Background: an optimization exercise with open tools, aiming at small area. Do not read the settings as production practice.
At most, simulation tests tie the RTL to the original design; equivalence was not proved.
The flow treats the clock pin as an ideal source. Dropping or thinning the clock tree relies on that and would not hold on a real chip.
Power figures rest on the tool's default switching activity, not on a simulated workload.

== trial 16 ==
Design top, start of the top module:
module top(clk, rst, led, digit, Seven_Seg);
    input clk;
    input rst;
    output [15:0] led;
    output [0:3] digit;
    output [0:7] Seven_Seg;
    wire [15:0] nq;
    wire step;
    wire r0;
    counter c(
        .clk(clk),
        .rst(rst),
        .r0(r0),
        .led(led),
        .nq(nq),
        .step(step)
    );
    print_num disp(
        .clk(clk),
        .rst(rst),
        .nq(nq),
        .digit(digit),
        .Seven_Seg(Seven_Seg),
        .r0(r0)
    );
endmodule
Size in the first run: about 190 cells after synthesis, about 30 I/O pins.
==> module counter, before the edit <==
module counter(input clk, input rst, input r0, output [15:0] led, output [15:0] nq, output step);
    reg [5:0] p;
    reg [15:0] n;
    reg [15:1] l;
    assign step = (&p[3:0]) & ~r0;
    function [3:0] bcd_inc(input [3:0] d, input c);
        bcd_inc = {d[3] ^ (c & d[0] & ((d[2] & d[1]) | d[3])),
                   d[2] ^ (c & d[0] & d[1]),
                   d[1] ^ (c & d[0] & ~d[3]),
                   d[0] ^ c};
    endfunction
    wire c1 = step & n[0] & n[3];
    wire c2 = c1 & n[4] & n[7];
    wire c3 = c2 & n[8] & n[11];
    assign led = r0 ? 16'h4888 : {l, n[0]} + step;
    assign nq = n;
    always @(posedge clk) begin
        if (rst)
            p <= 6'b001111;
        else
            p <= {p[4:0], p[0] ^ p[5] ^ (p[1] & p[3])};
        if (r0)
            n <= 16'h1234;
        else
            n <= {bcd_inc(n[15:12], c3), bcd_inc(n[11:8], c2),
                  bcd_inc(n[7:4], c1), bcd_inc(n[3:0], step)};
        l <= led[15:1];
    end
endmodule
==> module top, before the edit <==
module top(clk, rst, led, digit, Seven_Seg);
    input clk;
    input rst;
    output [15:0] led;
    output [0:3] digit;
    output [0:7] Seven_Seg;
    wire [15:0] nq;
    wire step;
    wire r0;
    counter c(
        .clk(clk),
        .rst(rst),
        .r0(r0),
        .led(led),
        .nq(nq),
        .step(step)
    );
    print_num disp(
        .clk(clk),
        .rst(rst),
        .nq(nq),
        .digit(digit),
        .Seven_Seg(Seven_Seg),
        .r0(r0)
    );
endmodule
==> flow/config.mk <==
export PLATFORM = sky130hd
export DESIGN_NAME = top
export DESIGN_NICKNAME = top
export VERILOG_FILES = /design/flow/design.v
export SDC_FILE = /design/flow/constraint.sdc
export NUM_CORES = 4
export LEC_CHECK = 0
export CAP_MARGIN = 20
export CORE_AREA = 2 2 60 60
export DIE_AREA = 0 0 62 62
export GPL_TIMING_DRIVEN = 0
export SLEW_MARGIN = 20
==> flow/constraint.sdc <==
create_clock -name core_clock -period 16.0 [get_ports {clk}]
set_input_delay 3.2000 -clock core_clock [delete_from_list [all_inputs] [get_ports {clk}]]
set_output_delay 3.2000 -clock core_clock [all_outputs]
set_load 0.01 [all_outputs]
standard.sh (not shown) runs the stock make flow with config.mk's settings and CLKGATE_MAP_FILE= SYNTH_SCRIPT=/design/flow/synth_recipe.tcl, a recipe that flattens the netlist after the stock synthesis.
==> flow/flow/run.sh <==
#!/bin/bash
# Own layout flow: the standard synthesis, then a stronger area-oriented
# re-mapping of the combinational cells (flip-flops kept as they are), then the
# standard layout with small port buffers and a small clock tree.
set -euo pipefail
W=$(pwd)
R=$W/orfs/results/$FLOW_PLATFORM/top/base
YOSYS=$(command -v yosys || echo $FLOW_HOME/../tools/install/yosys/bin/yosys)
LIB=$FLOW_HOME/platforms/$FLOW_PLATFORM/lib/sky130_fd_sc_hd__tt_025C_1v80.lib

# 1. standard synthesis up to the flattened netlist
bash standard.sh $R/1_2_yosys.v > $W/synth_standard.log 2>&1
cp $R/1_2_yosys.v $W/yosys_standard.v

# 2. re-map the combinational logic
DU=""
for c in $(sed -n '/^export DONT_USE_CELLS/,/^#/p' $FLOW_HOME/platforms/$FLOW_PLATFORM/config.mk | grep -o 'sky130_fd_sc_hd__[a-z0-9_]*'); do
  DU="$DU -dont_use $c"
done
# one re-mapping per ABC script in flow/remap_*.abc, run side by side; the smallest is kept
best=""
best_area=""
for abc in $W/flow/remap_*.abc; do
  k=$(basename $abc .abc)
  cat > $W/$k.ys <<EOT
read_liberty -ignore_miss_func $LIB
blackbox sky130_fd_sc_hd__df* sky130_fd_sc_hd__edf* sky130_fd_sc_hd__sdf* sky130_fd_sc_hd__dl* sky130_fd_sc_hd__sedf*
read_verilog $W/yosys_standard.v
hierarchy -top $FLOW_TOP
flatten
rename -hide w:_*_.*
opt_clean -purge
abc -liberty $LIB $DU -script $abc
rename -hide w:_*_.*
opt_clean -purge
hilomap -singleton -hicell sky130_fd_sc_hd__conb_1 HI -locell sky130_fd_sc_hd__conb_1 LO
insbuf -buf sky130_fd_sc_hd__buf_1 A X
tee -o $W/$k.stat stat -liberty $LIB
write_verilog -noattr -noexpr -nohex -nodec $W/$k.v
EOT
  $YOSYS -s $W/$k.ys > $W/$k.log 2>&1 &
done
wait
for abc in $W/flow/remap_*.abc; do
  k=$(basename $abc .abc)
  area=$(grep -s "Chip area" $W/$k.stat | awk '{print $NF}' || true)
  echo "$k $area" >> $W/remap_areas.txt
  [[ -n "$area" && -s $W/$k.v ]] || continue
  if [[ -z "$best" ]] || awk -v a=$area -v b=$best_area 'BEGIN { exit !(a < b) }'; then
    best=$k
    best_area=$area
  fi
done
echo "kept $best" >> $W/remap_areas.txt
cp $W/$best.v $W/yosys_remapped.v
# the re-mapped netlist must read back cleanly
$YOSYS -p "read_liberty -lib $LIB; read_verilog $W/yosys_remapped.v; hierarchy -top $FLOW_TOP; check -assert" > $W/remap_check.log 2>&1
cp $W/yosys_remapped.v $R/1_2_yosys.v

# 3. the rest of the standard layout
export PRE_GLOBAL_PLACE_TCL=$W/flow/input_buffers.tcl
export BUFFER_PORTS_ARGS="-outputs -buffer_cell sky130_fd_sc_hd__buf_1"
export PRE_CTS_TCL=$W/flow/clock_buffers.tcl
export CLOCK_BUFFERS=2
export CLOCK_BUFFER_CELL=sky130_fd_sc_hd__clkbuf_8
bash standard.sh > $W/layout.log 2>&1
Other scripts of this flow, unchanged in this note and not shown: flow/flow/clock_buffers.tcl, flow/flow/input_buffers.tcl, flow/flow/remap_a.abc, flow/flow/remap_b.abc, flow/flow/remap_c.abc, flow/flow/remap_d.abc
> inputs changed (trial 16 -> trial 29)
-- flow/design.v --
<<< trial 16, line 1
module counter(input clk, input rst, input r0, output [15:0] led, output [15:0] nq, output step);
    reg [5:0] p;
    reg [15:0] n;
>>> trial 29, line 1
module counter(input clk, input r0, output [15:0] led, output [15:0] nq, output step);
    reg [5:0] p;
    reg [15:0] n;
<<< trial 16, line 16
    assign nq = n;
    always @(posedge clk) begin
        if (rst)
            p <= 6'b001111;
        else
            p <= {p[4:0], p[0] ^ p[5] ^ (p[1] & p[3])};
        if (r0)
            n <= 16'h1234;
        else
            n <= {bcd_inc(n[15:12], c3), bcd_inc(n[11:8], c2),
                  bcd_inc(n[7:4], c1), bcd_inc(n[3:0], step)};
        l <= led[15:1];
    end
>>> trial 29, line 16
    assign nq = n;
    always @(posedge clk) begin
        if (r0) begin
            p <= 6'b011110;
            n <= 16'h1234;
        end else begin
            p <= {p[4:0], p[0] ^ p[5] ^ (p[1] & p[3])};
            n <= {bcd_inc(n[15:12], c3), bcd_inc(n[11:8], c2),
                  bcd_inc(n[7:4], c1), bcd_inc(n[3:0], step)};
        end
        l <= led[15:1];
    end
<<< trial 16, line 69
    counter c(
        .clk(clk),
        .rst(rst),
        .r0(r0),
        .led(led),
>>> trial 29, line 68
    counter c(
        .clk(clk),
        .r0(r0),
        .led(led),
- In trial 29, total via count after detailed routing is higher than in trial 16.
- Going from trial 16 to trial 29, register-to-register slack shrinks by 0.07 ns.
- Trial 29 -> trial 16: share of power burned in combinational logic flat
- Trial 29 against trial 16; mapped cell area is up slightly.
- Trial 29 — net switching power figure 0.98% lower, trial 16 as reference
- Status: combinational power parity (trial 29, trial 16)
Only the layout flow was run in trial 29; the RTL was not checked for function there. In every run of this note, the design's own scripts or RTL, not TritonCTS, make the clock network.

what the ideal ports hide:
How much do the figures lean on ideal ports? The routed layouts below were timed once more, with nothing changed but the port constraints.
Step 1: set_driving_cell puts a clkbuf_16 on clk and a buf_2 on each other input, an assumption about the parent block.
Step 2 moves the port delays by t, midway between the first and last clock arrival at a register: inputs arrive t later, outputs are due t later. That takes back most of the time a late clock gives input paths.
Slacks: no drivers / after step 1 / after step 2; pairs: no drivers / after step 1.
| run | t, ns | slack for setup (ns) | worst register clock-pin slew, ns | cell pins on the clock port's net |
|---|---|---|---|---|
| trial 16 | 0.201 | 9.934 / 9.900 / 10.100 | 0.12 / 0.12 | 2 |
| trial 29 | 0.199 | 9.860 / 9.828 / 10.027 | 0.12 / 0.12 | 2 |
After both steps every run listed still meets setup and hold.
